This design comes from an exercise in tuning for small area on the open sky130 flow, not from production work. Function not checked in this run: the RTL went through the layout flow alone.

### run.sh
#!/bin/bash
# synth_recipe.tcl (not shown) runs the flow's synth.tcl, then flattens the netlist and writes it again
# the make line also repeats each setting of config.mk as NAME=value (left out here)
make -C /OpenROAD-flow-scripts/flow DESIGN_CONFIG=/design/flow/config.mk WORK_HOME=/design/flow/orfs CLKGATE_MAP_FILE= SYNTH_SCRIPT=/design/flow/synth_recipe.tcl finish
### config.mk
export PLATFORM = sky130hd
export DESIGN_NAME = game
export DESIGN_NICKNAME = game
export VERILOG_FILES = /design/flow/design.v
export SDC_FILE = /design/flow/constraint.sdc
export NUM_CORES = 4
export LEC_CHECK = 0
export CAP_MARGIN = 20
export CORE_MARGIN = 2
export CORE_UTILIZATION = 40
export SLEW_MARGIN = 20
### constraint.sdc
create_clock -name core_clock -period 10.0 [get_ports {CLK}]
set_input_delay 2.0000 -clock core_clock [delete_from_list [all_inputs] [get_ports {CLK}]]
set_output_delay 2.0000 -clock core_clock [all_outputs]
set_load 0.01 [all_outputs]
### design.v
module game (
    input CLK,
    input RST,
    output LED_R0,
    output LED_R1,
    output LED_R2,
    output LED_R3,
    output LED_R4,
    output LED_R5,
    output LED_R6,
    output LED_R7,
    output LED_C0,
    output LED_C1,
    output LED_C2,
    output LED_C3,
    input BTN_1,
    input BTN_2,
    input BTN_RST
    );
    localparam TICK_BITS = 13;
    reg STOP;
    reg [TICK_BITS-1:0] TICK_COUNTER;
    reg [11:0] COUNTER;
    reg [7:0]  LED_R;
    reg [3:0]  LED_C;
    reg [7:0]  LED_MATRIX [3:0];
    reg [3:0] RESYNC_BTN1;
    reg [3:0] RESYNC_BTN2;
    reg [3:0] RESYNC_BTN_RST;
    reg [7:0] BUCKET_POSITION;
    reg [2:0] EGG_POSITION_X;
    reg [1:0] EGG_POSITION_Y;
    reg [63:0] RND;
    wire       NEW_EGG = (TICK_COUNTER == 0) && (EGG_POSITION_Y == 0);
    wire [2:0] EGG_X   = NEW_EGG ? RND[2:0] : EGG_POSITION_X;
    always@(posedge CLK) begin
        if(RST) begin
            STOP <= 0;
            LED_MATRIX[0] <= 8'h00;
            LED_MATRIX[1] <= 8'h00;
            LED_MATRIX[2] <= 8'h00;
            LED_MATRIX[3] <= 8'h00;
            RESYNC_BTN1 <= 4'h0;
            RESYNC_BTN2 <= 4'h0;
            RESYNC_BTN_RST <= 4'h0;
            BUCKET_POSITION <= 8'h04;
            EGG_POSITION_X <= 3'd0;
            EGG_POSITION_Y <= 2'd0;
            RND <= 64'hA3D0_4F06_B2D4_9087;
        end
        else if(STOP) begin
            RESYNC_BTN1 <= {RESYNC_BTN1[2:0], BTN_1 == 0};
            RESYNC_BTN2 <= {RESYNC_BTN2[2:0], BTN_2 == 0};
            if(~RESYNC_BTN1[3] & RESYNC_BTN1[2]) begin
                if(BUCKET_POSITION != 7) begin
                    LED_MATRIX[3] <= LED_MATRIX[3] >> 1;
                    BUCKET_POSITION <=  BUCKET_POSITION + 1;
                end
            end
            if(~RESYNC_BTN2[3] & RESYNC_BTN2[2]) begin
                if(BUCKET_POSITION != 1) begin
                    LED_MATRIX[3] <= LED_MATRIX[3] << 1;
                    BUCKET_POSITION <= BUCKET_POSITION - 1;
                end
            end
            if(TICK_COUNTER == 0) begin
                LED_MATRIX[0] <= 0;
                LED_MATRIX[1] <= 0;
                LED_MATRIX[2] <= 0;
                if(EGG_POSITION_Y == 0) begin
                    EGG_POSITION_X <= RND[2:0];
                    RND <= (RND >> 1) ^ RND;
                end
                if(EGG_POSITION_Y != 3)
                    LED_MATRIX[EGG_POSITION_Y] <= 8'd1 << EGG_X;
                EGG_POSITION_Y <= EGG_POSITION_Y + 1;
            end
            if(TICK_COUNTER == 0 && EGG_POSITION_Y == 3) begin
                if(!(LED_MATRIX[3] & (8'd1 << EGG_POSITION_X)))
                    STOP <= 0;
            end
        end
        else begin
            LED_MATRIX[0] <= 8'h00;
            LED_MATRIX[1] <= 8'h00;
            LED_MATRIX[2] <= 8'h00;
            LED_MATRIX[3] <= 8'h00;
            RESYNC_BTN_RST <= {RESYNC_BTN_RST[2:0], BTN_RST == 0};
            if(~RESYNC_BTN_RST[3] & RESYNC_BTN_RST[2]) begin
                STOP <= 1;
                LED_MATRIX[3] <= 8'h18;
                BUCKET_POSITION <= 8'h04;
                RND <= 64'hA3D0_4F06_B2D4_9087;
            end
        end
    end
    always@(posedge CLK) begin
        if(RST) begin
            LED_R <= 8'hFF;
            LED_C <= 4'hF;
        end
        else case (COUNTER[11:10])
            2'b00: begin
                LED_R[7:0] <= ~LED_MATRIX[0];
                LED_C[3:0] <= ~4'b0001;
            end
            2'b01: begin
                LED_R[7:0] <= ~LED_MATRIX[1];
                LED_C[3:0] <= ~4'b0010;
            end
            2'b10: begin
                LED_R[7:0] <= ~LED_MATRIX[2];
                LED_C[3:0] <= ~4'b0100;
            end
            2'b11: begin
                LED_R[7:0] <= ~LED_MATRIX[3];
                LED_C[3:0] <= ~4'b1000;
            end
        endcase
    end
    always@(posedge CLK) begin
        if(RST) begin
            COUNTER <= 0;
            TICK_COUNTER <= 0;
        end
        else begin
            COUNTER <= COUNTER + 1;
            TICK_COUNTER <= TICK_COUNTER + 1;
        end
    end
    assign {LED_R7, LED_R6, LED_R5, LED_R4, LED_R3, LED_R2, LED_R1, LED_R0} = LED_R;
    assign {LED_C0, LED_C1, LED_C2, LED_C3} = LED_C;
endmodule
==> results.toml <==
[outcome]
status = "timing/DRC/antenna clean"

[worst_setup_path]
r2r_end = "LED_MATRIX[3][3]"
crit_type = "input port to flop"
startpoint = "RST"
slowest_delay_ps = 770
reg2reg_from = "STOP"
crit_required_ps = 10140
endpoint = "LED_MATRIX[3][2]"
crit_chain = "buf_2, nand2b_4, a311oi_1, buf_4, a221oi_1, a21oi_1"
startpoint_type = "input port"
critPathSlowestCell = "buf_2"
r2r_cells = 6
worst_setup_path_end_kind = "flop"
cp_max_fo = 62
critical_path_arrival_ps = 3920
r2r_setup_slack_ps = 7150

[grt]
grt_first_pass_wirelength_mm = 22.8
globalRouteTotalUtil_pct = 15.4
grt_pass1_vias = 4667
grt_max_degree = 84
antenna_found_initial = 0
overflow = 0

[clock_tree]
numCtsBuffers = 17
cts_root_buffer = "clkbuf_16"
cts_max_level = 4
postCtsSetupBuffers = 0
cts.repair.resized = 0
cts-hold-fix-buffers = 0
clkSinkCount = 159
cts.reportedPaths.clkPinSlew_ps = 70
clockBufferDepth = 2
clk-insertion-delay-late_ps = 430
cts_tree = "yes"

[synth]
synthAdderAreaFrac_pct = 1.44
synth.net_count = 726
synthCells = 713
synth.most_common_cell = "dfxtp_1"
synth.avg_cell_area_um2 = 9.72
synth_mux_area_share_pct = 5.00
synth_compound_area_share_pct = 7.31
ys_ff_latch = 159
yosysSeqAreaShare_pct = 50.5
synth_warnings = 1
synth_edf_count = 32
yosysTopAreaCell = "dfxtp_1"
synthArstFlopShare_pct = 0
synth_top_family_by_area = "simple AND/OR/NAND/NOR gates"
yosys-top-cells-count = "dfxtp_1, nor2_1, nand3_1"
synthTopCellsByArea = "dfxtp_1, edfxtp_1, xor2_1, nor2_1, nand3_1"
synth.distinct_cells = 60
syn-cell-area_um2 = 6930
yosysTopAreaCellShare_pct = 36.7
synthXorXnorAreaFrac_pct = 10.1
synth_top_flop_cell = "dfxtp_1"
synth-simple-area-share_pct = 22.3

[timing]
drv_slew = 0
setup_violations = 0
finalHoldViolations = 0
skew_ps = 15.8
rsz0062_at_grt = "false"
tns_ps = 0
slew_headroom_pct = 31.0
worst_pin_slew_ps = 1030
period_share_pct = 37.8
max_freq_mhz = 264
min_period_ps = 3780
hold_ws_ps = 443

[power]
cellPowerDensity_nw_per_um2 = 182
power_frac_comb_pct = 5.2
peakVddDrop_uv = 107
seqPwrFrac_pct = 47.5
power.total_mw = 1.43
clockPowerShare_pct = 47.3
netSwitchingPower_mw = 0.350
switching_share_pct = 24.4
power.leakage_nw = 2.69
p_int_mw = 1.08

[final_layout]
final_cell_area_um2 = 7840
area_delta_synth_final_pct = 13.1
nNetsFinal = 723
drive_above_1_share_pct = 9.13
antenna_cells = 0
fin_util_pct = 45.8

[floorplan]
ioPinCount = 17
die-area_um2 = 18400
core_area_um2 = 17100
start_util_pct = 40.5
num_rows = 48
die_x_um = 136
die_h_um = 136

[placed_design]
port_buffers = 16
routabilityCongestion = 0.795
dpl_cell_area_um2 = 7210
hpwlAfterDp_mm = 8.45

[route]
drc = 0
drtIter0Drc = 311
vias = 4956
wire_per_inst_um = 14.0
viasPerCell = 5.23
wirelength_mm = 13.3
drt_pass1_iterations = 5
ant_nets = 0

[flow_run]
drv_cap = 0

[min_path]
min_path_type = "flop to flop"
[critical path, delay by kind of cell]
kind            cells  cell delay, ps
buf+inv             2            1010
simple gates        1             390
compound gates      3             490
[kinds of logic after synthesis]
kind of cell / Yosys count
compound gates: 76
xor+xnor: 80
fa+ha+maj: 8
buf+inv: 53
flops: 159
mux: 22
simple gates: 315
[sequential cells by signal, summed over array words and instances, names as in the netlist, 4 cells and up]
register	flops
RND	64
LED_MATRIX	32
RESYNC_BTN1	4
LED_C	4
LED_R	8
RESYNC_BTN2	4
TICK_COUNTER	13
BUCKET_POSITION	8
RESYNC_BTN_RST	4
COUNTER	12
[worst min-delay path by stage]
stage	startpoint	end	cells after the start
after global placement	COUNTER[0]	COUNTER[0]	1
after floorplan	COUNTER[0]	COUNTER[0]	1
final	COUNTER[0]	COUNTER[0]	1
after detailed placement	COUNTER[0]	COUNTER[0]	1
after global routing	COUNTER[0]	COUNTER[0]	1
after CTS	COUNTER[0]	COUNTER[0]	1
[power groups by stage]
stage                     Clock (mW)  Combinational [mW]  Sequential, mW
after floorplan                    0              0.0654           0.688
after global placement             0              0.0725           0.694
after detailed placement           0              0.0745           0.695
after CTS                      0.689              0.0751           0.680
after global routing           0.720              0.0836           0.682
final                          0.676              0.0748           0.680
[placed cells by master, fill, tap and decap left out, drive strengths merged, types with 2 or more instances in the layout]
cell	synthesis	routed
dfxtp	127	127
nor2	108	108
nand3	78	78
xor2	74	74
nand2	52	52
edfxtp	32	32
a21oi	27	27
clkbuf	20	18
inv	11	17
nand2b	16	16
clkdlybuf4s50	0	15
o21ai	13	13
mux2i	11	11
mux4	10	10
nor3	10	10
or3	9	9
ha	8	8
a221oi	7	7
nand4	7	7
nor4	7	7
a31oi	6	6
xnor2	6	6
clkinv	0	6
a211oi	5	5
buf	22	5
and3	4	4
nor4b	4	4
or4	3	3
nor2b	3	3
a41oi	3	3
and2	3	3
a311oi	3	3
and4	3	3
o211ai	3	3
or2	2	2
nand3b	2	2
o21a	2	2
bufinv	0	2
[per-layer routing]
metal | track usage [%] | vias up | part of all wire, %
met5 | 0 | - | 0
met4 | 5.27 | 0 | 0.72
met3 | 3.63 | 7 | 3.9
met2 | 25.0 | 100 | 49
met1 | 20.1 | 2378 | 47
li1 | - | 2471 | -
[layout make-up]
type                       count  area, µm²
multi-input combinational    501       3210
sequential                   159       3500
clock buffer                  18        450
clock inverter                14        171
inverter                      11       41.3
fill                        1600       9270
timing repair buffer          20        185
tap                          225        282
[metrics by stage]
stage               std cells  worst slack, ps
floorplan                 713             6020
global placement          916             5850
detailed placement        916             5710
CTS                       948             6180
global route              948             6040
finish                    948             6220

## re-timing with driven ports
In the flow no input, the clock included, has a driving cell. The finished layout below was timed again as built, in two steps. Step 1 assumes that a clkbuf_16 drives the clock port and a buf_2 every other input. Step 2 times the ports against the registers' clock, not the clock port: input delays grow and output delays shrink by t, the midpoint of the rising clock arrivals with the driver on. a / b / c = ideal / step 1 / step 2; a / b = the first two.
shift t [ns]: 0.462
setup slack, ns: 6.218 / 6.229 / 5.767
worst setup path at the end: input to register
After both steps setup and hold are still met in this run. For this run, drivers alone change the setup slack by +0.011 ns; drivers and shift together by -0.451 ns.
